From an optimization exercise on the open Yosys and OpenROAD flow, aimed at small area, a short achievable clock period and few clock cycles per item; shortcuts taken in it are not production practice.
RTL that was checked went through simulation tests only; none was proved equivalent to the original.
The RTL of run 1 was laid out without a check of its function.

===== flow/design.v =====
module fpu_mul_comb (
    input  logic [15:0] x,
    input  logic [15:0] y,
    output logic [15:0] product,
    output logic        underflag,
    output logic        overflag
);
    logic [21:10] p;
    logic signed [6:0] e;
    logic        s;
    fpu_mant_mul mm (.fa(x[9:0]), .fb(y[9:0]), .p(p));
    always_comb begin
        s = x[15] ^ y[15];
        e = $signed({2'b00, x[14:10]}) + $signed({2'b00, y[14:10]}) - 7'sd15 + (p[21] ? 7'sd1 : 7'sd0);
        overflag  = (e >= 7'sd31);
        underflag = (e <= 7'sd0);
        if (overflag)
            product = {s, 5'b11111, 10'd0};
        else if (underflag)
            product = {s, 5'b00000, 10'd0};
        else
            product = {s, e[4:0], p[21] ? p[20:11] : p[19:10]};
    end
endmodule
module fpu_mant_mul (
    input  logic [9:0]  fa,
    input  logic [9:0]  fb,
    output logic [21:10] p
);
    logic t1, t2, t3, t4, t5, t6, t7, t8, t9, t10, t11, t12, t13, t14, t15, t16, t17, t18, t19, t20, t21, t22, t23, t24, t25, t26, t27, t28, t29, t30, t31, t32, t33, t34, t35, t36, t37, t38, t39, t40, t41, t42, t43, t44, t45, t46, t47, t48, t49, t50, t51, t52, t53, t54, t55, t56, t57, t58, t59, t60, t61, t62, t63, t64, t65, t66, t67, t68, t69, t70, t71, t72, t73, t74, t75, t76, t77, t78, t79, t80, t81, t82, t83, t84, t85, t86, t87, t88, t89, t90, t91, t92, t93, t94, t95, t96, t97, t98, t99, t100, t101, t102, t103, t104, t105, t106, t107, t108, t109, t110, t111, t112, t113, t114, t115, t116, t117, t118, t119, t120, t121, t122, t123, t124, t125, t126, t127, t128, t129, t130, t131, t132, t133, t134, t135, t136, t137, t138, t139, t140, t141, t142, t143, t144, t145, t146, t147, t148, t149, t150, t151, t152, t153, t154, t155, t156, t157, t158, t159, t160, t161, t162, t163, t164, t165, t166, t167, t168, t169, t170, t171, t172, t173, t174, t175, t176, t177, t178, t179, t180, t181, t182, t183, t184, t185, t186, t187, t188, t189, t190, t191, t192, t193, t194, t195, t196, t197, t198, t199, t200, t201, t202, t203, t204, t205, t206, t207, t208, t209, t210, t211;
    assign t1 = (fa[0] & fb[9]) ^ (fa[1] & fb[8]);
    assign t2 = (fa[0] & fb[9]) & (fa[1] & fb[8]);
    assign t3 = (fa[1] & fb[9]) ^ (fa[2] & fb[8]) ^ (fa[3] & fb[7]);
    assign t4 = ((fa[1] & fb[9]) & (fa[2] & fb[8])) | ((fa[3] & fb[7]) & ((fa[1] & fb[9]) ^ (fa[2] & fb[8])));
    assign t5 = (fa[4] & fb[6]) ^ (fa[5] & fb[5]);
    assign t6 = (fa[4] & fb[6]) & (fa[5] & fb[5]);
    assign t7 = (fa[2] & fb[9]) ^ (fa[3] & fb[8]) ^ (fa[4] & fb[7]);
    assign t8 = ((fa[2] & fb[9]) & (fa[3] & fb[8])) | ((fa[4] & fb[7]) & ((fa[2] & fb[9]) ^ (fa[3] & fb[8])));
    assign t9 = (fa[5] & fb[6]) ^ (fa[6] & fb[5]);
    assign t10 = (fa[5] & fb[6]) & (fa[6] & fb[5]);
    assign t11 = (fa[3] & fb[9]) ^ (fa[4] & fb[8]) ^ (fa[5] & fb[7]);
    assign t12 = ((fa[3] & fb[9]) & (fa[4] & fb[8])) | ((fa[5] & fb[7]) & ((fa[3] & fb[9]) ^ (fa[4] & fb[8])));
    assign t13 = (fa[0] & fb[6]) ^ (fa[1] & fb[5]);
    assign t14 = (fa[0] & fb[6]) & (fa[1] & fb[5]);
    assign t15 = (fa[0] & fb[7]) ^ (fa[1] & fb[6]) ^ (fa[2] & fb[5]);
    assign t16 = ((fa[0] & fb[7]) & (fa[1] & fb[6])) | ((fa[2] & fb[5]) & ((fa[0] & fb[7]) ^ (fa[1] & fb[6])));
    assign t17 = (fa[3] & fb[4]) ^ (fa[4] & fb[3]);
    assign t18 = (fa[3] & fb[4]) & (fa[4] & fb[3]);
    assign t19 = (fa[0] & fb[8]) ^ (fa[1] & fb[7]) ^ (fa[2] & fb[6]);
    assign t20 = ((fa[0] & fb[8]) & (fa[1] & fb[7])) | ((fa[2] & fb[6]) & ((fa[0] & fb[8]) ^ (fa[1] & fb[7])));
    assign t21 = (fa[3] & fb[5]) ^ (fa[4] & fb[4]) ^ (fa[5] & fb[3]);
    assign t22 = ((fa[3] & fb[5]) & (fa[4] & fb[4])) | ((fa[5] & fb[3]) & ((fa[3] & fb[5]) ^ (fa[4] & fb[4])));
    assign t23 = (fa[6] & fb[2]) ^ (fa[7] & fb[1]);
    assign t24 = (fa[6] & fb[2]) & (fa[7] & fb[1]);
    assign t25 = t1 ^ (fa[2] & fb[7]) ^ (fa[3] & fb[6]);
    assign t26 = (t1 & (fa[2] & fb[7])) | ((fa[3] & fb[6]) & (t1 ^ (fa[2] & fb[7])));
    assign t27 = (fa[4] & fb[5]) ^ (fa[5] & fb[4]) ^ (fa[6] & fb[3]);
    assign t28 = ((fa[4] & fb[5]) & (fa[5] & fb[4])) | ((fa[6] & fb[3]) & ((fa[4] & fb[5]) ^ (fa[5] & fb[4])));
    assign t29 = (fa[7] & fb[2]) ^ (fa[8] & fb[1]) ^ (fa[9] & fb[0]);
    assign t30 = ((fa[7] & fb[2]) & (fa[8] & fb[1])) | ((fa[9] & fb[0]) & ((fa[7] & fb[2]) ^ (fa[8] & fb[1])));
    assign t31 = t2 ^ t3 ^ t5;
    assign t32 = (t2 & t3) | (t5 & (t2 ^ t3));
    assign t33 = (fa[6] & fb[4]) ^ (fa[7] & fb[3]) ^ (fa[8] & fb[2]);
    assign t34 = ((fa[6] & fb[4]) & (fa[7] & fb[3])) | ((fa[8] & fb[2]) & ((fa[6] & fb[4]) ^ (fa[7] & fb[3])));
    assign t35 = (fa[9] & fb[1]) ^ fa[0] ^ fb[0];
    assign t36 = ((fa[9] & fb[1]) & fa[0]) | (fb[0] & ((fa[9] & fb[1]) ^ fa[0]));
    assign t37 = t4 ^ t6 ^ t7;
    assign t38 = (t4 & t6) | (t7 & (t4 ^ t6));
    assign t39 = t9 ^ (fa[7] & fb[4]) ^ (fa[8] & fb[3]);
    assign t40 = (t9 & (fa[7] & fb[4])) | ((fa[8] & fb[3]) & (t9 ^ (fa[7] & fb[4])));
    assign t41 = (fa[9] & fb[2]) ^ fa[1] ^ fb[1];
    assign t42 = ((fa[9] & fb[2]) & fa[1]) | (fb[1] & ((fa[9] & fb[2]) ^ fa[1]));
    assign t43 = t8 ^ t10 ^ t11;
    assign t44 = (t8 & t10) | (t11 & (t8 ^ t10));
    assign t45 = (fa[6] & fb[6]) ^ (fa[7] & fb[5]) ^ (fa[8] & fb[4]);
    assign t46 = ((fa[6] & fb[6]) & (fa[7] & fb[5])) | ((fa[8] & fb[4]) & ((fa[6] & fb[6]) ^ (fa[7] & fb[5])));
    assign t47 = (fa[9] & fb[3]) ^ fa[2] ^ fb[2];
    assign t48 = ((fa[9] & fb[3]) & fa[2]) | (fb[2] & ((fa[9] & fb[3]) ^ fa[2]));
    assign t49 = t12 ^ (fa[4] & fb[9]) ^ (fa[5] & fb[8]);
    assign t50 = (t12 & (fa[4] & fb[9])) | ((fa[5] & fb[8]) & (t12 ^ (fa[4] & fb[9])));
    assign t51 = (fa[6] & fb[7]) ^ (fa[7] & fb[6]) ^ (fa[8] & fb[5]);
    assign t52 = ((fa[6] & fb[7]) & (fa[7] & fb[6])) | ((fa[8] & fb[5]) & ((fa[6] & fb[7]) ^ (fa[7] & fb[6])));
    assign t53 = (fa[9] & fb[4]) ^ fa[3] ^ fb[3];
    assign t54 = ((fa[9] & fb[4]) & fa[3]) | (fb[3] & ((fa[9] & fb[4]) ^ fa[3]));
    assign t55 = (fa[5] & fb[9]) ^ (fa[6] & fb[8]) ^ (fa[7] & fb[7]);
    assign t56 = ((fa[5] & fb[9]) & (fa[6] & fb[8])) | ((fa[7] & fb[7]) & ((fa[5] & fb[9]) ^ (fa[6] & fb[8])));
    assign t57 = (fa[8] & fb[6]) ^ (fa[9] & fb[5]) ^ fa[4];
    assign t58 = ((fa[8] & fb[6]) & (fa[9] & fb[5])) | (fa[4] & ((fa[8] & fb[6]) ^ (fa[9] & fb[5])));
    assign t59 = (fa[6] & fb[9]) ^ (fa[7] & fb[8]) ^ (fa[8] & fb[7]);
    assign t60 = ((fa[6] & fb[9]) & (fa[7] & fb[8])) | ((fa[8] & fb[7]) & ((fa[6] & fb[9]) ^ (fa[7] & fb[8])));
    assign t61 = (fa[0] & fb[4]) ^ (fa[1] & fb[3]);
    assign t62 = (fa[0] & fb[4]) & (fa[1] & fb[3]);
    assign t63 = (fa[0] & fb[5]) ^ (fa[1] & fb[4]) ^ (fa[2] & fb[3]);
    assign t64 = ((fa[0] & fb[5]) & (fa[1] & fb[4])) | ((fa[2] & fb[3]) & ((fa[0] & fb[5]) ^ (fa[1] & fb[4])));
    assign t65 = (fa[3] & fb[2]) ^ (fa[4] & fb[1]);
    assign t66 = (fa[3] & fb[2]) & (fa[4] & fb[1]);
    assign t67 = t13 ^ (fa[2] & fb[4]) ^ (fa[3] & fb[3]);
    assign t68 = (t13 & (fa[2] & fb[4])) | ((fa[3] & fb[3]) & (t13 ^ (fa[2] & fb[4])));
    assign t69 = (fa[4] & fb[2]) ^ (fa[5] & fb[1]) ^ (fa[6] & fb[0]);
    assign t70 = ((fa[4] & fb[2]) & (fa[5] & fb[1])) | ((fa[6] & fb[0]) & ((fa[4] & fb[2]) ^ (fa[5] & fb[1])));
    assign t71 = t14 ^ t15 ^ t17;
    assign t72 = (t14 & t15) | (t17 & (t14 ^ t15));
    assign t73 = (fa[5] & fb[2]) ^ (fa[6] & fb[1]) ^ (fa[7] & fb[0]);
    assign t74 = ((fa[5] & fb[2]) & (fa[6] & fb[1])) | ((fa[7] & fb[0]) & ((fa[5] & fb[2]) ^ (fa[6] & fb[1])));
    assign t75 = t16 ^ t18 ^ t19;
    assign t76 = (t16 & t18) | (t19 & (t16 ^ t18));
    assign t77 = t21 ^ t23 ^ (fa[8] & fb[0]);
    assign t78 = (t21 & t23) | ((fa[8] & fb[0]) & (t21 ^ t23));
    assign t79 = t20 ^ t22 ^ t24;
    assign t80 = (t20 & t22) | (t24 & (t20 ^ t22));
    assign t81 = t25 ^ t27 ^ t29;
    assign t82 = (t25 & t27) | (t29 & (t25 ^ t27));
    assign t83 = t26 ^ t28 ^ t30;
    assign t84 = (t26 & t28) | (t30 & (t26 ^ t28));
    assign t85 = t31 ^ t33 ^ t35;
    assign t86 = (t31 & t33) | (t35 & (t31 ^ t33));
    assign t87 = t32 ^ t34 ^ t36;
    assign t88 = (t32 & t34) | (t36 & (t32 ^ t34));
    assign t89 = t37 ^ t39 ^ t41;
    assign t90 = (t37 & t39) | (t41 & (t37 ^ t39));
    assign t91 = t38 ^ t40 ^ t42;
    assign t92 = (t38 & t40) | (t42 & (t38 ^ t40));
    assign t93 = t43 ^ t45 ^ t47;
    assign t94 = (t43 & t45) | (t47 & (t43 ^ t45));
    assign t95 = t44 ^ t46 ^ t48;
    assign t96 = (t44 & t46) | (t48 & (t44 ^ t46));
    assign t97 = t49 ^ t51 ^ t53;
    assign t98 = (t49 & t51) | (t53 & (t49 ^ t51));
    assign t99 = t50 ^ t52 ^ t54;
    assign t100 = (t50 & t52) | (t54 & (t50 ^ t52));
    assign t101 = t55 ^ t57 ^ fb[4];
    assign t102 = (t55 & t57) | (fb[4] & (t55 ^ t57));
    assign t103 = t56 ^ t58 ^ t59;
    assign t104 = (t56 & t58) | (t59 & (t56 ^ t58));
    assign t105 = (fa[9] & fb[6]) ^ fa[5] ^ fb[5];
    assign t106 = ((fa[9] & fb[6]) & fa[5]) | (fb[5] & ((fa[9] & fb[6]) ^ fa[5]));
    assign t107 = t60 ^ (fa[7] & fb[9]) ^ (fa[8] & fb[8]);
    assign t108 = (t60 & (fa[7] & fb[9])) | ((fa[8] & fb[8]) & (t60 ^ (fa[7] & fb[9])));
    assign t109 = (fa[9] & fb[7]) ^ fa[6] ^ fb[6];
    assign t110 = ((fa[9] & fb[7]) & fa[6]) | (fb[6] & ((fa[9] & fb[7]) ^ fa[6]));
    assign t111 = (fa[8] & fb[9]) ^ (fa[9] & fb[8]) ^ fa[7];
    assign t112 = ((fa[8] & fb[9]) & (fa[9] & fb[8])) | (fa[7] & ((fa[8] & fb[9]) ^ (fa[9] & fb[8])));
    assign t113 = (fa[0] & fb[3]) ^ (fa[1] & fb[2]);
    assign t114 = (fa[0] & fb[3]) & (fa[1] & fb[2]);
    assign t115 = t61 ^ (fa[2] & fb[2]) ^ (fa[3] & fb[1]);
    assign t116 = (t61 & (fa[2] & fb[2])) | ((fa[3] & fb[1]) & (t61 ^ (fa[2] & fb[2])));
    assign t117 = t62 ^ t63 ^ t65;
    assign t118 = (t62 & t63) | (t65 & (t62 ^ t63));
    assign t119 = t64 ^ t66 ^ t67;
    assign t120 = (t64 & t66) | (t67 & (t64 ^ t66));
    assign t121 = t68 ^ t70 ^ t71;
    assign t122 = (t68 & t70) | (t71 & (t68 ^ t70));
    assign t123 = t72 ^ t74 ^ t75;
    assign t124 = (t72 & t74) | (t75 & (t72 ^ t74));
    assign t125 = t76 ^ t78 ^ t79;
    assign t126 = (t76 & t78) | (t79 & (t76 ^ t78));
    assign t127 = t80 ^ t82 ^ t83;
    assign t128 = (t80 & t82) | (t83 & (t80 ^ t82));
    assign t129 = t84 ^ t86 ^ t87;
    assign t130 = (t84 & t86) | (t87 & (t84 ^ t86));
    assign t131 = t88 ^ t90 ^ t91;
    assign t132 = (t88 & t90) | (t91 & (t88 ^ t90));
    assign t133 = t92 ^ t94 ^ t95;
    assign t134 = (t92 & t94) | (t95 & (t92 ^ t94));
    assign t135 = t96 ^ t98 ^ t99;
    assign t136 = (t96 & t98) | (t99 & (t96 ^ t98));
    assign t137 = t100 ^ t102 ^ t103;
    assign t138 = (t100 & t102) | (t103 & (t100 ^ t102));
    assign t139 = t104 ^ t106 ^ t107;
    assign t140 = (t104 & t106) | (t107 & (t104 ^ t106));
    assign t141 = t108 ^ t110 ^ t111;
    assign t142 = (t108 & t110) | (t111 & (t108 ^ t110));
    assign t143 = t112 ^ (fa[9] & fb[9]) ^ fa[8];
    assign t144 = (t112 & (fa[9] & fb[9])) | (fa[8] & (t112 ^ (fa[9] & fb[9])));
    assign t145 = (fa[0] & fb[2]) ^ (fa[1] & fb[1]);
    assign t146 = (fa[0] & fb[2]) & (fa[1] & fb[1]);
    assign t147 = t113 ^ (fa[2] & fb[1]) ^ (fa[3] & fb[0]);
    assign t148 = (t113 & (fa[2] & fb[1])) | ((fa[3] & fb[0]) & (t113 ^ (fa[2] & fb[1])));
    assign t149 = t114 ^ t115 ^ (fa[4] & fb[0]);
    assign t150 = (t114 & t115) | ((fa[4] & fb[0]) & (t114 ^ t115));
    assign t151 = t116 ^ t117 ^ (fa[5] & fb[0]);
    assign t152 = (t116 & t117) | ((fa[5] & fb[0]) & (t116 ^ t117));
    assign t153 = t118 ^ t119 ^ t69;
    assign t154 = (t118 & t119) | (t69 & (t118 ^ t119));
    assign t155 = t120 ^ t121 ^ t73;
    assign t156 = (t120 & t121) | (t73 & (t120 ^ t121));
    assign t157 = t122 ^ t123 ^ t77;
    assign t158 = (t122 & t123) | (t77 & (t122 ^ t123));
    assign t159 = t124 ^ t125 ^ t81;
    assign t160 = (t124 & t125) | (t81 & (t124 ^ t125));
    assign t161 = t126 ^ t127 ^ t85;
    assign t162 = (t126 & t127) | (t85 & (t126 ^ t127));
    assign t163 = t128 ^ t129 ^ t89;
    assign t164 = (t128 & t129) | (t89 & (t128 ^ t129));
    assign t165 = t130 ^ t131 ^ t93;
    assign t166 = (t130 & t131) | (t93 & (t130 ^ t131));
    assign t167 = t132 ^ t133 ^ t97;
    assign t168 = (t132 & t133) | (t97 & (t132 ^ t133));
    assign t169 = t134 ^ t135 ^ t101;
    assign t170 = (t134 & t135) | (t101 & (t134 ^ t135));
    assign t171 = t136 ^ t137 ^ t105;
    assign t172 = (t136 & t137) | (t105 & (t136 ^ t137));
    assign t173 = t138 ^ t139 ^ t109;
    assign t174 = (t138 & t139) | (t109 & (t138 ^ t139));
    assign t175 = t140 ^ t141 ^ fb[7];
    assign t176 = (t140 & t141) | (fb[7] & (t140 ^ t141));
    assign t177 = t142 ^ t143 ^ fb[8];
    assign t178 = (t142 & t143) | (fb[8] & (t142 ^ t143));
    assign t179 = t144 ^ fa[9] ^ fb[9];
    assign t180 = (t144 & fa[9]) | (fb[9] & (t144 ^ fa[9]));
    assign t181 = (fa[0] & fb[1]) & (fa[1] & fb[0]);
    assign t182 = (t145 & (fa[2] & fb[0])) | (t181 & (t145 | (fa[2] & fb[0])));
    assign t183 = (t146 & t147) | (t182 & (t146 | t147));
    assign t184 = (t148 & t149) | (t183 & (t148 | t149));
    assign t185 = (t150 & t151) | (t184 & (t150 | t151));
    assign t186 = (t152 & t153) | (t185 & (t152 | t153));
    assign t187 = (t154 & t155) | (t186 & (t154 | t155));
    assign t188 = (t156 & t157) | (t187 & (t156 | t157));
    assign t189 = (t158 & t159) | (t188 & (t158 | t159));
    assign t190 = t160 ^ t161 ^ t189;
    assign t191 = (t160 & t161) | (t189 & (t160 ^ t161));
    assign t192 = t162 ^ t163 ^ t191;
    assign t193 = (t162 & t163) | (t191 & (t162 ^ t163));
    assign t194 = t164 ^ t165 ^ t193;
    assign t195 = (t164 & t165) | (t193 & (t164 ^ t165));
    assign t196 = t166 ^ t167 ^ t195;
    assign t197 = (t166 & t167) | (t195 & (t166 ^ t167));
    assign t198 = t168 ^ t169 ^ t197;
    assign t199 = (t168 & t169) | (t197 & (t168 ^ t169));
    assign t200 = t170 ^ t171 ^ t199;
    assign t201 = (t170 & t171) | (t199 & (t170 ^ t171));
    assign t202 = t172 ^ t173 ^ t201;
    assign t203 = (t172 & t173) | (t201 & (t172 ^ t173));
    assign t204 = t174 ^ t175 ^ t203;
    assign t205 = (t174 & t175) | (t203 & (t174 ^ t175));
    assign t206 = t176 ^ t177 ^ t205;
    assign t207 = (t176 & t177) | (t205 & (t176 ^ t177));
    assign t208 = t178 ^ t179 ^ t207;
    assign t209 = (t178 & t179) | (t207 & (t178 ^ t179));
    assign t210 = t180 ^ 1'b1 ^ t209;
    assign t211 = (t180 & 1'b1) | (t209 & (t180 ^ 1'b1));
    assign p[10] = t190;
    assign p[11] = t192;
    assign p[12] = t194;
    assign p[13] = t196;
    assign p[14] = t198;
    assign p[15] = t200;
    assign p[16] = t202;
    assign p[17] = t204;
    assign p[18] = t206;
    assign p[19] = t208;
    assign p[20] = t210;
    assign p[21] = t211;
endmodule
module fpu_div_row (
    input  logic [10:0] r,
    input  logic [10:0] d,
    output logic        q,
    output logic [10:0] rn
);
    logic [11:0] a, b, g, t, G, T, Gn, Tn, bin;
    always_comb begin
        a = {r, 1'b0};
        b = {1'b0, d};
        g = ~a & b;
        t = ~a | b;
        G = g;
        T = t;
        for (int s = 1; s < 12; s = s * 2) begin
            Gn = G;
            Tn = T;
            for (int i = 0; i < 12; i++) begin
                if ((i / s) % 2 == 1) begin
                    Gn[i] = G[i] | (T[i] & G[(i / s) * s - 1]);
                    Tn[i] = T[i] & T[(i / s) * s - 1];
                end
            end
            G = Gn;
            T = Tn;
        end
        bin = {G[10:0], 1'b0};
        q   = ~G[11];
        rn  = a[10:0] ^ ({11{q}} & (b[10:0] ^ bin[10:0]));
    end
endmodule
module fpu_div_pre #(parameter int K = 5) (
    input  logic [15:0]  x,
    input  logic [15:0]  y,
    output logic [K-1:0] fhi,      
    output logic [10:0]  rem,
    output logic         sign,
    output logic [4:0]   exp,
    output logic         overflag,
    output logic         underflag
);
    logic [10:0] ma, mb;
    logic [11:0] d1;           
    logic [11:0] d2;           
    logic        q11;
    logic [10:0] r [0:K];
    logic signed [6:0] e;
    assign ma = {1'b1, x[9:0]};
    assign mb = {1'b1, y[9:0]};
    assign d1 = {1'b0, ma} - {1'b0, mb};
    assign d2 = {ma, 1'b0} - {1'b0, mb};
    assign q11 = ~d1[11];
    assign r[0] = q11 ? d1[10:0] : d2[10:0];
    for (genvar i = 1; i <= K; i++) begin : g_row
        fpu_div_row row (.r(r[i-1]), .d(mb), .q(fhi[K-i]), .rn(r[i]));
    end
    assign rem = r[K];
    always_comb begin
        sign = x[15] ^ y[15];
        e = $signed({2'b00, x[14:10]}) - $signed({2'b00, y[14:10]}) + 7'sd14 + (q11 ? 7'sd1 : 7'sd0);
        overflag  = (e >= 7'sd31);
        underflag = (e <= 7'sd0);
        exp = e[4:0];
    end
endmodule
module fpu_div_post #(parameter int K = 5) (
    input  logic [K-1:0] fhi,
    input  logic [10:0]  rem,
    input  logic [9:0]   fb,
    input  logic         sign,
    input  logic [4:0]   exp,
    input  logic         overflag,
    input  logic         underflag,
    output logic [15:0]  quotient
);
    logic [10:0] mb;
    logic [9:0]  f;
    logic [10:0] r [0:10-K];
    assign mb = {1'b1, fb};
    assign f[9:10-K] = fhi;
    assign r[0] = rem;
    for (genvar i = 1; i <= 10 - K; i++) begin : g_row
        fpu_div_row row (.r(r[i-1]), .d(mb), .q(f[10-K-i]), .rn(r[i]));
    end
    always_comb begin
        if (overflag)
            quotient = {sign, 5'b11111, 10'd0};
        else if (underflag)
            quotient = {sign, 5'b00000, 10'd0};
        else
            quotient = {sign, exp, f};
    end
endmodule
module fpu_add_pre (
    input  logic [15:0] x,
    input  logic [15:0] y,
    output logic [11:0] m,       
    output logic [4:0]  eb,      
    output logic        sb       
);
    logic        xbig;
    logic [4:0]  es;
    logic [9:0]  fb, fs;
    logic [10:0] msh;
    logic [4:0]  d;
    always_comb begin
        xbig = (x[14:0] >= y[14:0]);
        {sb, eb, fb} = xbig ? x : y;
        {es, fs}     = xbig ? y[14:0] : x[14:0];
        d    = eb - es;
        msh  = {1'b1, fs} >> d;
        m    = (x[15] ^ y[15]) ? ({1'b0, 1'b1, fb} - {1'b0, msh}) : ({1'b0, 1'b1, fb} + {1'b0, msh});
    end
endmodule
module fpu_add_post (
    input  logic [11:0] m,
    input  logic [4:0]  eb,
    input  logic        sb,
    output logic [15:0] sum,
    output logic        exc
);
    logic [3:0]  lzc;
    logic [11:0] mn;
    logic signed [6:0] e;
    always_comb begin
        lzc = 4'd0;
        for (int i = 0; i <= 11; i++)
            if (m[i]) lzc = 4'(11 - i);
        mn = m << lzc;
        e  = $signed({2'b00, eb}) + 7'sd1 - $signed({3'b000, lzc});
        if (m == 12'd0) begin
            sum = 16'd0;
            exc = 1'b0;
        end else if (e >= 7'sd31) begin
            sum = {sb, 5'b11111, 10'd0};
            exc = 1'b1;
        end else if (e <= 7'sd0) begin
            sum = {sb, 5'b00000, 10'd0};
            exc = 1'b1;
        end else begin
            sum = {sb, e[4:0], mn[10:1]};
            exc = 1'b0;
        end
    end
endmodule
module fpu_top (
  input logic   clk,
  input logic   reset,
  input logic [15:0] a,
  input logic [15:0] b,
  output logic [15:0] quotient,product,sum,
  input logic start,
  output logic [4:0]  flags,
  output logic valid
);
localparam int K = 4;    
logic [15:0]  prod_d;
logic [11:0]  add_m_d;
logic [4:0]   add_e_d;
logic         add_s_d;
logic         mul_un_d, mul_ov_d;
logic [K-1:0] fhi_d;
logic [10:0]  rem_d;
logic         qsign_d, qov_d, qun_d;
logic [4:0]   qexp_d;
fpu_add_pre add_pre (.x(a), .y(b), .m(add_m_d), .eb(add_e_d), .sb(add_s_d));
fpu_mul_comb mult (.x(a), .y(b), .product(prod_d), .underflag(mul_un_d), .overflag(mul_ov_d));
fpu_div_pre #(.K(K)) div_pre (
    .x(a), .y(b), .fhi(fhi_d), .rem(rem_d), .sign(qsign_d), .exp(qexp_d),
    .overflag(qov_d), .underflag(qun_d)
);
logic [11:0]  add_m_q;
logic [4:0]   add_e_q;
logic         add_s_q, add_exc;
logic [14:0]  prod_q;
logic         mul_un_q, mul_ov_q;
logic [K-1:0] fhi_q;
logic [10:0]  rem_q;
logic [9:0]   fb_q;
logic         qsign_q, qov_q, qun_q;
logic [4:0]   qexp_q;
always_ff @(posedge clk) begin
    if (start) begin
        add_m_q   <= add_m_d;
        add_e_q   <= add_e_d;
        add_s_q   <= add_s_d;
        prod_q    <= prod_d[14:0];
        mul_un_q  <= mul_un_d;
        mul_ov_q  <= mul_ov_d;
        fhi_q     <= fhi_d;
        rem_q     <= rem_d;
        fb_q      <= b[9:0];
        qsign_q   <= qsign_d;
        qexp_q    <= qexp_d;
        qov_q     <= qov_d;
        qun_q     <= qun_d;
    end
end
always_ff @(posedge clk or negedge reset) begin
    if (!reset)
        valid <= 1'b0;
    else if (start)
        valid <= 1'b1;
end
fpu_div_post #(.K(K)) div_post (
    .fhi(fhi_q), .rem(rem_q), .fb(fb_q), .sign(qsign_q), .exp(qexp_q),
    .overflag(qov_q), .underflag(qun_q), .quotient(quotient)
);
fpu_add_post add_post (.m(add_m_q), .eb(add_e_q), .sb(add_s_q), .sum(sum), .exc(add_exc));
assign product = {qsign_q, prod_q};    
assign flags   = {add_exc, qov_q, qun_q, mul_un_q, mul_ov_q};
endmodule

===== flow/flow/run.sh =====
#!/bin/bash
# Own flow: the standard layout (standard.sh), with two changes:
#  - synthesis maps the logic with ABC's area-oriented mapper (flow/abc_area.script:
#    strash; dch; map -a) instead of ORFS's ABC script; everything else in synthesis,
#    including flip-flop mapping, flattening and renaming, is the standard flow's own script;
#  - port buffers are sky130_fd_sc_hd__buf_2 cells.
set -euo pipefail
W=$PWD
# ORFS synth.tcl with the ABC script replaced, right after its preamble.
sed "s|^source \$::env(SCRIPTS_DIR)/synth_preamble.tcl\$|&\nset abc_args [lreplace \$abc_args 1 1 $W/flow/abc_area.script]|" \
    "$FLOW_HOME/scripts/synth.tcl" > "$W/own_synth.tcl"
grep -q "own\|abc_area.script" "$W/own_synth.tcl"
sed "s|source \$::env(SCRIPTS_DIR)/synth.tcl|source $W/own_synth.tcl|" synth_recipe.tcl > "$W/own_synth_recipe.tcl"
grep -q own_synth.tcl "$W/own_synth_recipe.tcl"
sed -e "s|SYNTH_SCRIPT=[^ ]*|SYNTH_SCRIPT=$W/own_synth_recipe.tcl 'BUFFER_PORTS_ARGS=-buffer_cell sky130_fd_sc_hd__buf_2' SETUP_SLACK_MARGIN=26|" standard.sh > "$W/own_standard.sh"
grep -q own_synth_recipe.tcl "$W/own_standard.sh"
bash "$W/own_standard.sh" > "$W/own_flow.log" 2>&1

===== flow/flow/abc_area.script =====
strash
dch
map -a
topo
stime -c

===== flow/standard.sh =====
#!/bin/bash
# synth_recipe.tcl (not shown) runs the flow's synth.tcl, then flattens the netlist and writes it again
# the make line also repeats each setting of config.mk as NAME=value (left out here)
make -C /OpenROAD-flow-scripts/flow DESIGN_CONFIG=/design/flow/config.mk WORK_HOME=/design/flow/orfs CLKGATE_MAP_FILE= SYNTH_SCRIPT=/design/flow/synth_recipe.tcl "${@:-finish}"

===== flow/config.mk =====
export PLATFORM = sky130hd
export DESIGN_NAME = fpu_top
export DESIGN_NICKNAME = fpu_top
export VERILOG_FILES = /design/flow/design.v
export SDC_FILE = /design/flow/constraint.sdc
export NUM_CORES = 4
export LEC_CHECK = 0
export ABC_AREA = 1
export CAP_MARGIN = 20
export CORE_MARGIN = 2
export CORE_UTILIZATION = 60
export CTS_BUF_LIST = sky130_fd_sc_hd__clkbuf_8
export PLACE_DENSITY = 0.75
export SLEW_MARGIN = 20

===== flow/constraint.sdc =====
create_clock -name core_clock -period 45.0 [get_ports {clk}]
set_input_delay 9.0000 -clock core_clock [delete_from_list [all_inputs] [get_ports {clk}]]
set_output_delay 9.0000 -clock core_clock [all_outputs]
set_load 0.01 [all_outputs]

==> notes.md, run 1 <==
* Commonest non-fill, non-tap cells in the layout: 377 x nand2_1, 282 x nor2_1, 271 x clkinv_1
* First DRT Iteration DRCs at around 1,000
* CP max FO at 11
* Clk buf depth at 2
* Main synth FF type: edfxtp_1
* Die Height at 149 µm
* Syn-to-layout area delta at 12.4%
* Syn nets at roughly 2,000
* Number of global-route vias before repair at roughly 11,000
* Post-route cell area at roughly 14,000 µm²
* Routed Antenna Nets at 0
* Crit. End Element: register
* CP arrival at 18.67 ns
* Setup Skew at 0 ns
* Die W at ~150 µm
* CTS clk-pin slew, worst paths at about 0.080 ns
* Async S/R FF share, synth at under 10%
* Global route total overflow at 0
* I/O pin count at between 80 and 90
* Buf/Inv on CP at 5
* Multi-input logic area at 9640 µm²
* Hold Crit Class: reg -> reg
* Core ar. at 20,800 µm²
* CP max stage cell: fa_1
* # Max-Cap Violations at 0
* Initial antenna violation count at 0
* Yosys warns at 11
* CTS Buf Count at 9
* Largest net degree at the start of global routing at 70
* Cell count after synthesis at roughly 1,800
* Post-synth EDFFs at between 60 and 70
* Area after DPL at 13,400 µm²
* Max_slew headroom at between 30 and 40%
* Final nets at between 2,000 and 2,500
* Wirelength per Cell at about 15 µm
* RSZ-0062 raised after global routing: yes
* Starting Density at 60.6%
* Die ar. at between 20,000 and 25,000 µm²
* Via Count at between 10,000 and 15,000
* Actual slew at the worst max-slew pin at between 0.9 and 1 ns
* Routed WL at 33,400 µm
* CP delay by family, top: adder cells
* TNS Setup at 0 ns
* Cell variety after synth at 41
* Status: complete, no violations
* Drt pass-1 iters at 6
* Register area share after synthesis at about 16%
* Period utilisation layout at approximately two fifths
* FF/Latch Area at between 2000 and 2500 µm²
* H-Tree Depth at 3
* GP Congestion at roughly 0.96
* Global-route wire length before repair at between 50,000 and 60,000 µm
* R2r setup slk at approximately 44 ns
* CTS tree: done
* Hpwl dp at 26,000 µm
* Final min period at between 15 and 20 ns
* Worst path max stage delay at between 0.5 and 0.6 ns
* CTS Sinks at 69
* Fill cells at around 1,900
* Total track usage at 30.4%
* Count of final setup violators at 0
* Critical Path Start Type: input port
* Post-Syn Area at about 13,000 µm²
* Drt drc at 0
* F_max at ~54 MHz
* Row count at 53
* Most used cell, CP: fa_1
* Clock latency (worst-skew pair) at 0.36 ns
* Mean Syn Cell Area at around 6.9 µm²
* #FFs+latches synth at ~70
* # diodes at 0
* Crit Path Class: in -> reg
* Most common library cell in the layout ignoring fill and taps: nand2_1
* Max-slew violations at 0
* Port Buffer Count at approximately 90
* Min Hold Slack at approximately 0.47 ns
* Root Driver: clkbuf_8
* Fin. Hold Viols at 0
* WP data required at 45.19 ns
* Share of layout cells above drive strength 1 at between 10% and 20%
* Via density per instance at 5.52
[flip-flops by register name, summed over array words and instances, names as in the netlist]
| name | cells |
|---|---|
| qun_q | 1 |
| prod_q | 15 |
| fhi_q | 4 |
| rem_q | 11 |
| mul_ov_q | 1 |
| add_e_q | 5 |
| qexp_q | 5 |
| fb_q | 10 |
| qsign_q | 1 |
| mul_un_q | 1 |
| qov_q | 1 |
| add_m_q | 12 |
| add_s_q | 1 |
| valid | 1 |
[Yosys cell counts, types with 6 or more instances]
library cell	count	area share [%]
a211oi_1	15	0.89
a21oi_1	108	4.3
a31oi_1	6	0.30
buf_4	7	0.42
clkinv_1	294	8.7
edfxtp_1	68	16
fa_1	96	15
ha_1	80	7.9
maj3_1	6	0.48
nand2_1	386	11
nand3_1	59	2.3
nor2_1	287	8.5
nor3_1	34	1.3
o211ai_1	9	0.54
o21ai_0	154	6.1
o221ai_1	7	0.49
o22ai_1	6	0.30
or2_2	13	0.64
xnor2_1	36	2.5
xor2_1	122	8.5
[timing repair]
| item | CTS | global route |
|---|---|---|
| pin swaps | 6 | 19 |
| setup buffers | 8 | 25 |
| resized for setup | 32 | 72 |
| cloned | 0 | 1 |
| endpoints found under the setup margin | 25 | 29 |
| hold buffers | 0 | 0 |
[cells by family (layout without fill, tap and decap cells)]
group / after synthesis / after routing / synth area share, %
mux: 2 / 2 / 0.159
compound gates: 329 / 329 / 14.4
fa+ha+maj: 182 / 182 / 23.6
flops: 69 / 69 / 16.4
xor+xnor: 158 / 158 / 11.0
simple gates: 795 / 795 / 25.2
buf+inv: 301 / 436 / 9.16
[metrics by stage]
stage / cells / worst slack, ns / utilization, %
global placement: 2196 / 25.22 / 64.3
CTS: 2220 / 25.94 / 66.1
global route: 2246 / 25.82 / 68.1
detailed placement: 2196 / 24.82 / 64.3
floorplan: 1836 / 27.10 / -
finish: 2246 / 26.52 / 68.1
[layout make-up]
| cell class | count | share of cell area, % |
|---|---|---|
| clock buffer | 9 | 0.874 |
| clock inverter | 7 | 0.803 |
| inverter | 294 | 8.13 |
| multi-input combinational | 1466 | 68.0 |
| sequential | 69 | 14.6 |
| tap | 275 | 2.43 |
| timing repair buffer | 125 | 5.12 |
| timing repair inverter | 1 | 0.0530 |
[path summary, 6_finish.rpt]
check                                                to              start  cells past startpoint
max in group asynchronous             valid$_DFFE_PN0P_              reset                      1
worst max register to register        valid$_DFFE_PN0P_  valid$_DFFE_PN0P_                      1
worst min register to register        valid$_DFFE_PN0P_  valid$_DFFE_PN0P_                      1
worst max-delay path            prod_q[2]$_SDFFCE_PP0P_               a[0]                     33
worst min-delay path                  valid$_DFFE_PN0P_  valid$_DFFE_PN0P_                      1
min in group asynchronous             valid$_DFFE_PN0P_              reset                      1
[metal layers]
metal	part of all wire, %	vias up	track usage (%)
met2	46	429	50.4
met5	0	-	0
met4	2.0	0	8.24
met3	7.1	50	3.76
met1	44	5712	42.2
li1	-	6200	-
==> run 2: changes to the inputs <==
--- a/flow/design.v
+++ b/flow/design.v
@@ -27,7 +27,7 @@
     input  logic [9:0]  fb,
     output logic [21:10] p
 );
-    logic t1, t2, t3, t4, t5, t6, t7, t8, t9, t10, t11, t12, t13, t14, t15, t16, t17, t18, t19, t20, t21, t22, t23, t24, t25, t26, t27, t28, t29, t30, t31, t32, t33, t34, t35, t36, t37, t38, t39, t40, t41, t42, t43, t44, t45, t46, t47, t48, t49, t50, t51, t52, t53, t54, t55, t56, t57, t58, t59, t60, t61, t62, t63, t64, t65, t66, t67, t68, t69, t70, t71, t72, t73, t74, t75, t76, t77, t78, t79, t80, t81, t82, t83, t84, t85, t86, t87, t88, t89, t90, t91, t92, t93, t94, t95, t96, t97, t98, t99, t100, t101, t102, t103, t104, t105, t106, t107, t108, t109, t110, t111, t112, t113, t114, t115, t116, t117, t118, t119, t120, t121, t122, t123, t124, t125, t126, t127, t128, t129, t130, t131, t132, t133, t134, t135, t136, t137, t138, t139, t140, t141, t142, t143, t144, t145, t146, t147, t148, t149, t150, t151, t152, t153, t154, t155, t156, t157, t158, t159, t160, t161, t162, t163, t164, t165, t166, t167, t168, t169, t170, t171, t172, t173, t174, t175, t176, t177, t178, t179, t180, t181, t182, t183, t184, t185, t186, t187, t188, t189, t190, t191, t192, t193, t194, t195, t196, t197, t198, t199, t200, t201, t202, t203, t204, t205, t206, t207, t208, t209, t210, t211;
+    logic t1, t2, t3, t4, t5, t6, t7, t8, t9, t10, t11, t12, t13, t14, t15, t16, t17, t18, t19, t20, t21, t22, t23, t24, t25, t26, t27, t28, t29, t30, t31, t32, t33, t34, t35, t36, t37, t38, t39, t40, t41, t42, t43, t44, t45, t46, t47, t48, t49, t50, t51, t52, t53, t54, t55, t56, t57, t58, t59, t60, t61, t62, t63, t64, t65, t66, t67, t68, t69, t70, t71, t72, t73, t74, t75, t76, t77, t78, t79, t80, t81, t82, t83, t84, t85, t86, t87, t88, t89, t90, t91, t92, t93, t94, t95, t96, t97, t98, t99, t100, t101, t102, t103, t104, t105, t106, t107, t108, t109, t110, t111, t112, t113, t114, t115, t116, t117, t118, t119, t120, t121, t122, t123, t124, t125, t126, t127, t128, t129, t130, t131, t132, t133, t134, t135, t136, t137, t138, t139, t140, t141, t142, t143, t144, t145, t146, t147, t148, t149, t150, t151, t152, t153, t154, t155, t156, t157, t158, t159, t160, t161, t162, t163, t164, t165, t166, t167, t168, t169, t170, t171, t172, t173, t174, t175, t176, t177, t178, t179, t180, t181, t182, t183, t184, t185, t186, t187, t188, t189, cin_;
     assign t1 = (fa[0] & fb[9]) ^ (fa[1] & fb[8]);
     assign t2 = (fa[0] & fb[9]) & (fa[1] & fb[8]);
     assign t3 = (fa[1] & fb[9]) ^ (fa[2] & fb[8]) ^ (fa[3] & fb[7]);
@@ -217,40 +217,31 @@
     assign t187 = (t154 & t155) | (t186 & (t154 | t155));
     assign t188 = (t156 & t157) | (t187 & (t156 | t157));
     assign t189 = (t158 & t159) | (t188 & (t158 | t159));
-    assign t190 = t160 ^ t161 ^ t189;
-    assign t191 = (t160 & t161) | (t189 & (t160 ^ t161));
-    assign t192 = t162 ^ t163 ^ t191;
-    assign t193 = (t162 & t163) | (t191 & (t162 ^ t163));
-    assign t194 = t164 ^ t165 ^ t193;
-    assign t195 = (t164 & t165) | (t193 & (t164 ^ t165));
-    assign t196 = t166 ^ t167 ^ t195;
-    assign t197 = (t166 & t167) | (t195 & (t166 ^ t167));
-    assign t198 = t168 ^ t169 ^ t197;
-    assign t199 = (t168 & t169) | (t197 & (t168 ^ t169));
-    assign t200 = t170 ^ t171 ^ t199;
-    assign t201 = (t170 & t171) | (t199 & (t170 ^ t171));
-    assign t202 = t172 ^ t173 ^ t201;
-    assign t203 = (t172 & t173) | (t201 & (t172 ^ t173));
-    assign t204 = t174 ^ t175 ^ t203;
-    assign t205 = (t174 & t175) | (t203 & (t174 ^ t175));
-    assign t206 = t176 ^ t177 ^ t205;
-    assign t207 = (t176 & t177) | (t205 & (t176 ^ t177));
-    assign t208 = t178 ^ t179 ^ t207;
-    assign t209 = (t178 & t179) | (t207 & (t178 ^ t179));
-    assign t210 = t180 ^ 1'b1 ^ t209;
-    assign t211 = (t180 & 1'b1) | (t209 & (t180 ^ 1'b1));
-    assign p[10] = t190;
-    assign p[11] = t192;
-    assign p[12] = t194;
-    assign p[13] = t196;
-    assign p[14] = t198;
-    assign p[15] = t200;
-    assign p[16] = t202;
-    assign p[17] = t204;
-    assign p[18] = t206;
-    assign p[19] = t208;
-    assign p[20] = t210;
-    assign p[21] = t211;
+    logic [11:0] ha_, hb_;
+    assign ha_ = {1'b0, t180, t178, t176, t174, t172, t170, t168, t166, t164, t162, t160};
+    assign hb_ = {1'b0, 1'b1, t179, t177, t175, t173, t171, t169, t167, t165, t163, t161};
+    assign cin_ = t189;
+    logic [11:0] g_, t_, G_, T_, Gn_, Tn_;
+    always_comb begin
+        g_ = ha_ & hb_;
+        t_ = ha_ | hb_;
+        g_[0] = g_[0] | (t_[0] & cin_);
+        G_ = g_;
+        T_ = t_;
+        for (int s = 1; s < 12; s = s * 2) begin
+            Gn_ = G_;
+            Tn_ = T_;
+            for (int i = 0; i < 12; i++) begin
+                if ((i / s) % 2 == 1) begin
+                    Gn_[i] = G_[i] | (T_[i] & G_[(i / s) * s - 1]);
+                    Tn_[i] = T_[i] & T_[(i / s) * s - 1];
+                end
+            end
+            G_ = Gn_;
+            T_ = Tn_;
+        end
+        p = ha_ ^ hb_ ^ {G_[10:0], cin_};
+    end
 endmodule
 module fpu_div_row (
     input  logic [10:0] r,
--- a/flow/flow/run.sh
+++ b/flow/flow/run.sh
@@ -12,6 +12,6 @@
 grep -q "own\|abc_area.script" "$W/own_synth.tcl"
 sed "s|source \$::env(SCRIPTS_DIR)/synth.tcl|source $W/own_synth.tcl|" synth_recipe.tcl > "$W/own_synth_recipe.tcl"
 grep -q own_synth.tcl "$W/own_synth_recipe.tcl"
-sed -e "s|SYNTH_SCRIPT=[^ ]*|SYNTH_SCRIPT=$W/own_synth_recipe.tcl 'BUFFER_PORTS_ARGS=-buffer_cell sky130_fd_sc_hd__buf_2' SETUP_SLACK_MARGIN=26|" standard.sh > "$W/own_standard.sh"
+sed -e "s|SYNTH_SCRIPT=[^ ]*|SYNTH_SCRIPT=$W/own_synth_recipe.tcl 'BUFFER_PORTS_ARGS=-buffer_cell sky130_fd_sc_hd__buf_2' SETUP_SLACK_MARGIN=27|" standard.sh > "$W/own_standard.sh"
 grep -q own_synth_recipe.tcl "$W/own_standard.sh"
 bash "$W/own_standard.sh" > "$W/own_flow.log" 2>&1
==> notes.md, run 2 <==
* Final min period at 17.69 ns (was 18.48 ns)
* I/O pin count at 89 (unchanged)
* H-Tree Depth at 3 (unchanged)
* #FFs+latches synth at 69 (unchanged)
* Hold depth at 1 (unchanged)
* Wirelength per Cell at 15.3 µm (was 14.8 µm)
* CTS tree: done (unchanged)
* Most frequent cell after synthesis: nand2_1 (unchanged)
* Fin. Hold Viols at 0 (unchanged)
* Commonest non-fill, non-tap cells in the layout: 366 x nand2_1, 285 x nor2_1, 267 x clkinv_1 (was 377 x nand2_1, 282 x nor2_1, 271 x clkinv_1)
* Routed Antenna Nets at 0 (unchanged)
* Largest cells by area after synthesis: edfxtp_1 16%, fa_1 14%, nand2_1 11% (was edfxtp_1 16%, fa_1 15%, nand2_1 11%)
* Syn-to-layout area delta at 16.9% (was 12.4%)
* CP max stage cell: edfxtp_1 (was fa_1)
* Hpwl dp at 26,400 µm (was 26,000 µm)
* Starting Density at 61.1% (was 60.6%)
* Max FFs per register at 15 (unchanged)
* Async S/R FF share, synth at 1.45% (unchanged)
* Most used cell, CP: nand2_1 (was fa_1)
* Largest registers: prod_q: 15 flops, add_m_q: 12 flops, rem_q: 11 flops (unchanged)
* # diodes at 0 (unchanged)
* Post-Syn Area at 12,800 µm² (was 12,600 µm²)
* Period utilisation layout at 39.3% (was 41.1%)
* Buf/Inv on CP at 11 (was 5)
* Cell variety after synth at 43 (was 41)
* RSZ-0062 raised after global routing: yes (unchanged)
* Via Count at 12,900 (was 12,400)
* Cell count after synthesis at 1,875 (was 1,836)
* Reg with most FFs: prod_q (unchanged)
* CP delay by family, top: simple AND/OR/NAND/NOR gates (was adder cells)
* WP depth at 54 (was 33)
* CTS clk-pin slew, worst paths at 0.09 ns (was 0.08 ns)
* Yosys top cell by area: edfxtp_1 (unchanged)
* Largest net degree at the start of global routing at 70 (unchanged)
* Max_slew headroom at 39.6% (was 39.5%)
* Mean Syn Cell Area at 6.85 µm² (was 6.87 µm²)
* Final nets at 2,260 (was 2,177)
* CTS Sinks at 69 (unchanged)
* Crit. End Element: output port (was register)
* CP arrival at 8.69 ns (was 18.67 ns)
* Total track usage at 30.8% (was 30.4%)
* Die W at 150 µm (was 149 µm)
* Drt pass-1 iters at 5 (was 6)
* Port Buffer Count at 88 (unchanged)
* Clock latency (worst-skew pair) at 0.38 ns (was 0.36 ns)
* Global-route wire length before repair at 55,700 µm (was 54,300 µm)
* WP data required at 36.00 ns (was 45.19 ns)
* Via density per instance at 5.58 (was 5.52)
* First DRT Iteration DRCs at 768 (was 1,027)
* Clk buf depth at 2 (unchanged)
* CTS Buf Count at 9 (unchanged)
* Routed WL at 35,600 µm (was 33,400 µm)
* Status: complete, no violations (unchanged)
* Register area share after synthesis at 16.1% (was 16.4%)
* Initial antenna violation count at 0 (unchanged)
* Most instantiated cells after synthesis: 385 x nand2_1, 312 x clkinv_1, 302 x nor2_1 (was 386 x nand2_1, 294 x clkinv_1, 287 x nor2_1)
* Number of global-route vias before repair at 11,900 (was 11,300)
* Die Height at 150 µm (was 149 µm)
* Pre-CTS setup slack at 24.32 ns (was 24.82 ns)
* Hold Crit Class: reg -> reg (unchanged)
* Most common library cell in the layout ignoring fill and taps: nand2_1 (unchanged)
* Main synth FF type: edfxtp_1 (unchanged)
* Worst path max stage delay at 0.77 ns (was 0.57 ns)
* CP max FO at 17 (was 11)
* Setup Skew at 0 ns (unchanged)
* Final WS setup at 27.31 ns (was 26.52 ns)
* Root Driver: clkbuf_8 (unchanged)
* Share of layout cells above drive strength 1 at 16.3% (was 11.5%)
* F_max at 56.5 MHz (was 54.1 MHz)
* TNS Setup at 0 ns (unchanged)
* Global route total overflow at 0 (unchanged)
* Row count at 53 (unchanged)
* Synth top area share at 15.9% (was 16.2%)
* Critical Path Start Type: register (was input port)
* Actual slew at the worst max-slew pin at 0.906 ns (was 0.904 ns)
* Die ar. at 22,600 µm² (was 22,200 µm²)
* Core ar. at 21,000 µm² (was 20,800 µm²)
* Count of final setup violators at 0 (unchanged)
* GP Congestion at 0.923 (was 0.961)
* Post-synth EDFFs at 68 (unchanged)
* Worst-case reg-to-reg path depth at 1 (unchanged)
* Yosys warns at 12 (was 11)
* # Max-Cap Violations at 0 (unchanged)
* Crit Path Class: reg -> out (was in -> reg)
* Max-slew violations at 0 (unchanged)
* Drt drc at 0 (unchanged)
* Syn nets at 2,096 (was 2,047)
[run 2: layout make-up]
type / count / area, µm²
clock inverter: 7 / 73.8
inverter: 312 / 1280
fill: 1736 / 6010
sequential: 69 / 2070
timing repair inverter: 3 / 20.0
timing repair buffer: 157 / 1010
clock buffer: 9 / 124
multi-input combinational: 1487 / 10100
tap: 275 / 344
[run 2: cells by family after synthesis]
logic type      after synthesis  share of synthesized area (%)
fa+ha+maj                   191                           23.8
flops                        69                           16.1
xor+xnor                    166                           11.3
simple gates                784                           24.1
mux                           1                         0.0780
buf+inv                     319                           9.53
compound gates              345                           15.0
[run 2: metrics by stage]
step	cell area [µm²]	util (%)	hold WS, ns	std cells
global placement	13600	64.7	0.447	2236
global route	15000	71.4	0.487	2319
finish	15000	71.4	0.482	2319
detailed placement	13600	64.7	0.453	2236
CTS	14200	67.4	0.482	2271
floorplan	12800	-	0.512	1875
[run 2: worst paths after layout]
kind / slack [ns] / from / endpoint
worst max-delay path: 27.31 / fb_q[8]$_DFFE_PP_ / quotient[0]
worst min-delay path: 0.48 / valid$_DFFE_PN0P_ / valid$_DFFE_PN0P_
worst max register to register: 44.22 / valid$_DFFE_PN0P_ / valid$_DFFE_PN0P_
worst min register to register: 0.48 / valid$_DFFE_PN0P_ / valid$_DFFE_PN0P_
max in group asynchronous: 36.54 / reset / valid$_DFFE_PN0P_
min in group asynchronous: 8.38 / reset / valid$_DFFE_PN0P_
[run 2: repair_timing]
| item | in CTS | in global routing |
|---|---|---|
| resized for setup | 79 | 154 |
| pin swaps | 15 | 56 |
| cloned | 0 | 3 |
| setup endpoints to repair | 15 | 14 |
| setup buffers | 19 | 45 |
| hold buffers | 0 | 0 |
[run 2: layer usage]
metal	part of all wire (%)	global-route usage [%]	vias to the layer above
li1	-	-	6382
met1	42	38.6	6049
met2	50	55.5	430
met3	5.1	3.09	83
met4	3.2	10.4	0
met5	0	0	-
Testbench counts of run 2, summed over its fixed seeds: cycles 8,000, ops 8,000.
==> run 3: changes to the inputs <==
--- a/flow/flow/run.sh
+++ b/flow/flow/run.sh
@@ -12,6 +12,6 @@
 grep -q "own\|abc_area.script" "$W/own_synth.tcl"
 sed "s|source \$::env(SCRIPTS_DIR)/synth.tcl|source $W/own_synth.tcl|" synth_recipe.tcl > "$W/own_synth_recipe.tcl"
 grep -q own_synth.tcl "$W/own_synth_recipe.tcl"
-sed -e "s|SYNTH_SCRIPT=[^ ]*|SYNTH_SCRIPT=$W/own_synth_recipe.tcl 'BUFFER_PORTS_ARGS=-buffer_cell sky130_fd_sc_hd__buf_2' SETUP_SLACK_MARGIN=27|" standard.sh > "$W/own_standard.sh"
+sed -e "s|SYNTH_SCRIPT=[^ ]*|SYNTH_SCRIPT=$W/own_synth_recipe.tcl 'BUFFER_PORTS_ARGS=-buffer_cell sky130_fd_sc_hd__buf_2' SETUP_SLACK_MARGIN=25|" standard.sh > "$W/own_standard.sh"
 grep -q own_synth_recipe.tcl "$W/own_standard.sh"
 bash "$W/own_standard.sh" > "$W/own_flow.log" 2>&1
==> notes.md, run 3 <==
* CTS Buf Count at 9 (unchanged)
* Post-synth EDFFs at 68 (unchanged)
* Cell variety after synth at 43 (unchanged)
* Worst-case reg-to-reg path depth at 1 (unchanged)
* Actual slew at the worst max-slew pin at 0.912 ns (was 0.906 ns)
* Reg-to-reg startpoint: valid$_DFFE_PN0P_ (unchanged)
* CTS tree: done (unchanged)
* Fin. Hold Viols at 0 (unchanged)
* CP delay by family, top: simple AND/OR/NAND/NOR gates (unchanged)
* Drt drc at 0 (unchanged)
* Count of final setup violators at 0 (unchanged)
* Drt pass-1 iters at 7 (was 5)
* Mean Syn Cell Area at 6.85 µm² (unchanged)
* # diodes at 0 (unchanged)
* Die W at 150 µm (unchanged)
* Total track usage at 30.2% (was 30.8%)
* Post-route cell area at 14,000 µm² (was 15,000 µm²)
* Clock latency (worst-skew pair) at 0.38 ns (about the same)
* Period utilisation layout at 42.0% (was 39.3%)
* Reg with most FFs: prod_q (unchanged)
* Min Hold Slack at 0.481 ns (was 0.482 ns)
* Die Height at 150 µm (unchanged)
* Crit. End Element: register (was output port)
* Yosys warns at 12 (unchanged)
* Global-route wire length before repair at 54,700 µm (was 55,700 µm)
* Hpwl dp at 26,400 µm (unchanged)
* Core ar. at 21,000 µm² (unchanged)
* Global route total overflow at 0 (unchanged)
* Cell count after synthesis at 1,875 (unchanged)
* #FFs+latches synth at 69 (unchanged)
* Port Buffer Count at 88 (unchanged)
* Fin util at 66.7% (was 71.4%)
* R2r setup slk at 44.22 ns (about the same)
* Max_slew headroom at 39.2% (was 39.6%)
* Register area share after synthesis at 16.1% (unchanged)
* Hold depth at 1 (unchanged)
* TNS Setup at 0 ns (unchanged)
* Hold endpoint: valid$_DFFE_PN0P_ (unchanged)
* Syn-to-layout area delta at 9.12% (was 16.9%)
* Initial antenna violation count at 0 (unchanged)
* Buf/Inv on CP at 14 (was 11)
* WP data required at 45.12 ns (was 36.00 ns)
* Starting Density at 61.1% (unchanged)
* Async S/R FF share, synth at 1.45% (unchanged)
* Worst path max stage delay at 0.39 ns (was 0.77 ns)
* Via density per instance at 5.51 (was 5.58)
* FF/Latch Area at 2070 µm² (unchanged)
* Synth top area share at 15.9% (unchanged)
* Root Driver: clkbuf_8 (unchanged)
* CTS Sinks at 69 (unchanged)
* Commonest non-fill, non-tap cells in the layout: 381 x nand2_1, 298 x nor2_1, 293 x clkinv_1 (was 366 x nand2_1, 285 x nor2_1, 267 x clkinv_1)
* GP Congestion at 0.923 (unchanged)
* I/O pin count at 89 (unchanged)
* Most used cell, CP: nand2_1 (unchanged)
* Clk buf depth at 2 (unchanged)
* Hold buffer count at CTS at 0 (unchanged)
* Reg-to-Reg End: valid$_DFFE_PN0P_ (unchanged)
* Status: complete, no violations (unchanged)
* Setup Skew at 0 ns (unchanged)
* First DRT Iteration DRCs at 622 (was 768)
* Critical Path Start Type: input port (was register)
* Max-slew violations at 0 (unchanged)
* CP arrival at 19.00 ns (was 8.69 ns)
* Most common library cell in the layout ignoring fill and taps: nand2_1 (unchanged)
* Area after DPL at 13,600 µm² (unchanged)
* Routed Antenna Nets at 0 (unchanged)
* Routed WL at 33,200 µm (was 35,600 µm)
* CP max FO at 15 (was 17)
* Most instantiated cells after synthesis: 385 x nand2_1, 312 x clkinv_1, 302 x nor2_1 (unchanged)
* H-Tree Depth at 3 (unchanged)
* CP max stage cell: maj3_1 (was edfxtp_1)
* Most frequent cell after synthesis: nand2_1 (unchanged)
* Number of global-route vias before repair at 11,700 (was 11,900)
* Main synth FF type: edfxtp_1 (unchanged)
* Crit Path Class: in -> reg (was reg -> out)
* Largest cells by area after synthesis: edfxtp_1 16%, fa_1 14%, nand2_1 11% (unchanged)
* Multi-input logic area at 9620 µm² (was 10,100 µm²)
* Share of layout cells above drive strength 1 at 8.60% (was 16.3%)
* Min-Delay Startpoint: valid$_DFFE_PN0P_ (unchanged)
* RSZ-0062 raised after global routing: no (was yes)
* Final nets at 2,205 (was 2,260)
* Die ar. at 22,600 µm² (unchanged)
* Syn nets at 2,096 (unchanged)
* Fill cells at 1,879 (was 1,736)
* Wirelength per Cell at 14.7 µm (was 15.3 µm)
* Via Count at 12,500 (was 12,900)
* # Max-Cap Violations at 0 (unchanged)
* F_max at 52.9 MHz (was 56.5 MHz)
* Largest net degree at the start of global routing at 70 (unchanged)
* Largest registers: prod_q: 15 flops, add_m_q: 12 flops, rem_q: 11 flops (unchanged)
* Hold Crit Class: reg -> reg (unchanged)
* Yosys top cell by area: edfxtp_1 (unchanged)
* Final min period at 18.89 ns (was 17.69 ns)
* CTS clk-pin slew, worst paths at 0.09 ns (about the same)
* Post-Syn Area at 12,800 µm² (unchanged)
* Max FFs per register at 15 (unchanged)
* Row count at 53 (unchanged)
-- run 3: final cells by class --
type	count	share of cell area [%]
Sequential cell	69	14.8
Multi-Input combinational cell	1487	68.6
Clock inverter	7	0.527
Timing Repair inverter	2	0.0714
Timing Repair Buffer	103	4.00
Tap cell	275	2.46
Clock buffer	9	0.884
Inverter	312	8.68
-- run 3: cell families after synthesis --
kind of cell / after synthesis / synth area share [%]
multiplexers: 1 / 0.0780
AO/OA/AOI/OAI: 345 / 15.0
adder cells (fa/ha/maj): 191 / 23.8
XOR/XNOR: 166 / 11.3
buffers and inverters: 319 / 9.53
AND/OR/NAND/NOR: 784 / 24.1
flip-flops: 69 / 16.1
-- run 3: worst max-delay path by stage --
stage	start	endpoint	slack (ns)	cells past startpoint
CTS	b[4]	rem_q[9]$_DFFE_PP_	25.15	65
detailed placement	b[4]	rem_q[9]$_DFFE_PP_	24.32	65
global route	fb_q[0]$_DFFE_PP_	quotient[0]	25.00	70
global placement	b[4]	rem_q[9]$_DFFE_PP_	24.45	65
floorplan	b[2]	rem_q[8]$_DFFE_PP_	27.55	64
finish	b[2]	rem_q[8]$_DFFE_PP_	26.11	65
-- run 3: what timing repair did --
action,CTS,global route
cloned,0,2
setup endpoints to repair,11,13
pin swaps,0,3
setup buffers,0,10
gates resized for setup,7,40
-- run 3: layer usage --
layer	part of all wire, %	track usage (%)
met5	0	0
met1	43	37.9
met3	4.8	3.09
met4	2.8	9.76
met2	50	54.4
-- run 3: per-stage QoR --
stage               cells  worst slack [ns]
floorplan            1875             27.55
global placement     2236             24.45
detailed placement   2236             24.32
CTS                  2252             25.15
global route         2264             25.00
finish               2264             26.11
==> run 4: changes to the inputs <==
--- a/flow/flow/run.sh
+++ b/flow/flow/run.sh
@@ -12,6 +12,6 @@
 grep -q "own\|abc_area.script" "$W/own_synth.tcl"
 sed "s|source \$::env(SCRIPTS_DIR)/synth.tcl|source $W/own_synth.tcl|" synth_recipe.tcl > "$W/own_synth_recipe.tcl"
 grep -q own_synth.tcl "$W/own_synth_recipe.tcl"
-sed -e "s|SYNTH_SCRIPT=[^ ]*|SYNTH_SCRIPT=$W/own_synth_recipe.tcl 'BUFFER_PORTS_ARGS=-buffer_cell sky130_fd_sc_hd__buf_2' SETUP_SLACK_MARGIN=25|" standard.sh > "$W/own_standard.sh"
+sed -e "s|SYNTH_SCRIPT=[^ ]*|SYNTH_SCRIPT=$W/own_synth_recipe.tcl 'BUFFER_PORTS_ARGS=-buffer_cell sky130_fd_sc_hd__buf_2' SETUP_SLACK_MARGIN=26|" standard.sh > "$W/own_standard.sh"
 grep -q own_synth_recipe.tcl "$W/own_standard.sh"
 bash "$W/own_standard.sh" > "$W/own_flow.log" 2>&1
==> flow/flow/abc_area.script (replaced) <==
strash
&get -n
&dch
&put
map -a
topo
stime -c
==> notes.md, run 4 <==
* CTS Sinks at 69 (unchanged)
* Clk buf depth at 2 (unchanged)
* Die ar. at 22,800 µm² (was 22,600 µm²)
* Most common library cell in the layout ignoring fill and taps: nand2_1 (unchanged)
* Die Height at 151 µm (was 150 µm)
* Fin util at 68.0% (was 66.7%)
* Critical Path Start Type: register (was input port)
* Count of final setup violators at 0 (unchanged)
* Post-synth EDFFs at 68 (unchanged)
* Reg-to-reg startpoint: valid$_DFFE_PN0P_ (unchanged)
* RSZ-0062 raised after global routing: yes (was no)
* Max_slew headroom at 37.2% (was 39.2%)
* Clock latency (worst-skew pair) at 0.37 ns (was 0.38 ns)
* Period utilisation layout at 40.7% (was 42.0%)
* Initial antenna violation count at 0 (unchanged)
* Fin. Hold Viols at 0 (unchanged)
* Routed Antenna Nets at 0 (unchanged)
* Yosys warns at 12 (unchanged)
* Most frequent cell after synthesis: nand2_1 (unchanged)
* Share of layout cells above drive strength 1 at 10.4% (was 8.60%)
* Core ar. at 21,200 µm² (was 21,000 µm²)
* Die W at 151 µm (was 150 µm)
* CP arrival at 9.32 ns (was 19.00 ns)
* TNS Setup at 0 ns (unchanged)
* Final min period at 18.32 ns (was 18.89 ns)
* Worst path max stage delay at 0.46 ns (was 0.39 ns)
* Hpwl dp at 26,400 µm (about the same)
* Async S/R FF share, synth at 1.45% (unchanged)
* CP max stage cell: edfxtp_1 (was maj3_1)
* Synth top area share at 15.7% (was 15.9%)
* Cell variety after synth at 43 (unchanged)
* Root Driver: clkbuf_8 (unchanged)
* Yosys top cell by area: edfxtp_1 (unchanged)
* Via density per instance at 5.48 (was 5.51)
* Status: complete, no violations (unchanged)
* Total track usage at 30.0% (was 30.2%)
* Port Buffer Count at 88 (unchanged)
* Largest registers: prod_q: 15 flops, add_m_q: 12 flops, rem_q: 11 flops (unchanged)
* Syn nets at 2,120 (was 2,096)
* CTS Buf Count at 9 (unchanged)
* Crit Path Class: reg -> out (was in -> reg)
* Largest cells by area after synthesis: edfxtp_1 16%, fa_1 14%, nand2_1 11% (unchanged)
* Reg with most FFs: prod_q (unchanged)
* Crit. End Element: output port (was register)
* Hold Crit Class: reg -> reg (unchanged)
* Most instantiated cells after synthesis: 375 x nand2_1, 326 x clkinv_1, 313 x nor2_1 (was 385 x nand2_1, 312 x clkinv_1, 302 x nor2_1)
* Post-Syn Area at 13,000 µm² (was 12,800 µm²)
* F_max at 54.6 MHz (was 52.9 MHz)
* Largest net degree at the start of global routing at 70 (unchanged)
* Actual slew at the worst max-slew pin at 0.943 ns (was 0.912 ns)
* Row count at 53 (unchanged)
* Min Hold Slack at 0.469 ns (was 0.481 ns)
* CP delay by family, top: simple AND/OR/NAND/NOR gates (unchanged)
* Min-Delay Startpoint: valid$_DFFE_PN0P_ (unchanged)
* Via Count at 12,600 (was 12,500)
* # diodes at 0 (unchanged)
* Max FFs per register at 15 (unchanged)
* CTS clk-pin slew, worst paths at 0.08 ns (was 0.09 ns)
* #FFs+latches synth at 69 (unchanged)
* Global route total overflow at 0 (unchanged)
* GP Congestion at 0.952 (was 0.923)
* Wirelength per Cell at 14.6 µm (was 14.7 µm)
* Commonest non-fill, non-tap cells in the layout: 371 x nand2_1, 306 x nor2_1, 303 x clkinv_1 (was 381 x nand2_1, 298 x nor2_1, 293 x clkinv_1)
* First DRT Iteration DRCs at 812 (was 622)
* Syn-to-layout area delta at 10.8% (was 9.12%)
* CTS tree: done (unchanged)
* Register area share after synthesis at 15.9% (was 16.1%)
* Global-route wire length before repair at 54,500 µm (was 54,700 µm)
==> run 4: cell count changes after synthesis, moves of 6 or more <==
| cell | previous run | this run |
|---|---|---|
| o21ai_0 | 174 | 154 |
| clkinv_1 | 312 | 326 |
| nor2_1 | 302 | 313 |
| nand2_1 | 385 | 375 |
| xor2_1 | 123 | 132 |
| a22oi_1 | 3 | 10 |
| xnor2_1 | 43 | 36 |
| a31oi_1 | 4 | 10 |
| nand3_1 | 43 | 49 |
| or2_2 | 8 | 14 |
==> run 4: cell families (layout without fill, tap and decap cells) <==
kind of cell / Yosys count / after routing / share of synthesized area (%)
simple gates: 798 / 798 / 24.5
compound gates: 341 / 341 / 14.9
buf+inv: 333 / 462 / 9.84
fa+ha+maj: 190 / 190 / 23.5
xor+xnor: 168 / 168 / 11.3
flops: 69 / 69 / 15.9
==> run 4: final cells by class <==
cell class / count / area (µm²)
clock inverter: 6 / 65.1
fill: 1886 / 6770
inverter: 326 / 1300
tap: 275 / 344
sequential: 69 / 2070
timing repair buffer: 121 / 727
multi-input combinational: 1497 / 9750
clock buffer: 9 / 124
==> run 4: what timing repair did <==
item                       4_1_cts  5_1_grt
cloned                           0        0
gates resized for setup         37       60
setup endpoints to repair       13       14
pin swaps                        1       21
buffers inserted                 1       28
==> run 4: final timing paths <==
path,endpoint,slack [ns],cells after the start
max,quotient[0],26.68,68
min,valid$_DFFE_PN0P_,0.47,1
max reg2reg,valid$_DFFE_PN0P_,44.23,1
min reg2reg,valid$_DFFE_PN0P_,0.47,1
max in group asynchronous,valid$_DFFE_PN0P_,36.54,1
min in group asynchronous,valid$_DFFE_PN0P_,8.38,1
==> run 4: per-stage QoR <==
step	cells	worst slack (ns)	area (µm²)
finish	2303	26.68	14400
global route	2303	25.75	14400
CTS	2275	26.00	14000
detailed placement	2259	24.13	13700
global placement	2259	24.35	13700
floorplan	1899	27.01	13000
==> run 4: per-layer routing <==
metal	GRT usage, %	vias to the layer above	part of all wire [%]
met5	0	-	0
met4	7.43	0	1.8
met3	3.04	42	6.3
met2	50.3	380	47
met1	41.9	5809	45
li1	-	6382	-

-- separate check: timing with driven ports --
In the flow no input, the clock included, has a driving cell. The finished layouts below were timed again as built, in two steps. Step 1 sets driving cells, clkbuf_16 on the clock port and buf_2 on the other inputs (assumed; they add their load-dependent delay and slew). Step 2 moves the port delays by t, midway between the first and last clock arrival at a register: inputs arrive t later, outputs are due t later. That takes back most of the time a late clock gives input paths. Three values: ideal ports, drivers, drivers and shift; two values: the first two.
run | shift t [ns] | setup slack, ns | worst hold slack (ns) | worst data-port slew with drivers (ns) | pins driven straight from the clock port
run 1 | 0.406 | 26.521 / 26.536 / 26.130 | 0.468 / 0.468 / 0.468 | 0.04 | 1
run 2 | 0.409 | 27.308 / 27.267 / 27.125 | 0.482 / 0.482 / 0.482 | 0.05 | 1
run 3 | 0.409 | 26.114 / 26.118 / 25.709 | 0.481 / 0.481 / 0.481 | 0.04 | 1
run 4 | 0.414 | 26.683 / 26.640 / 26.286 | 0.469 / 0.469 / 0.469 | 0.05 | 1
After both steps every run listed still meets setup and hold. For run 3, which loses most, drivers alone change the setup slack by +0.004 ns; drivers and shift together by -0.405 ns.
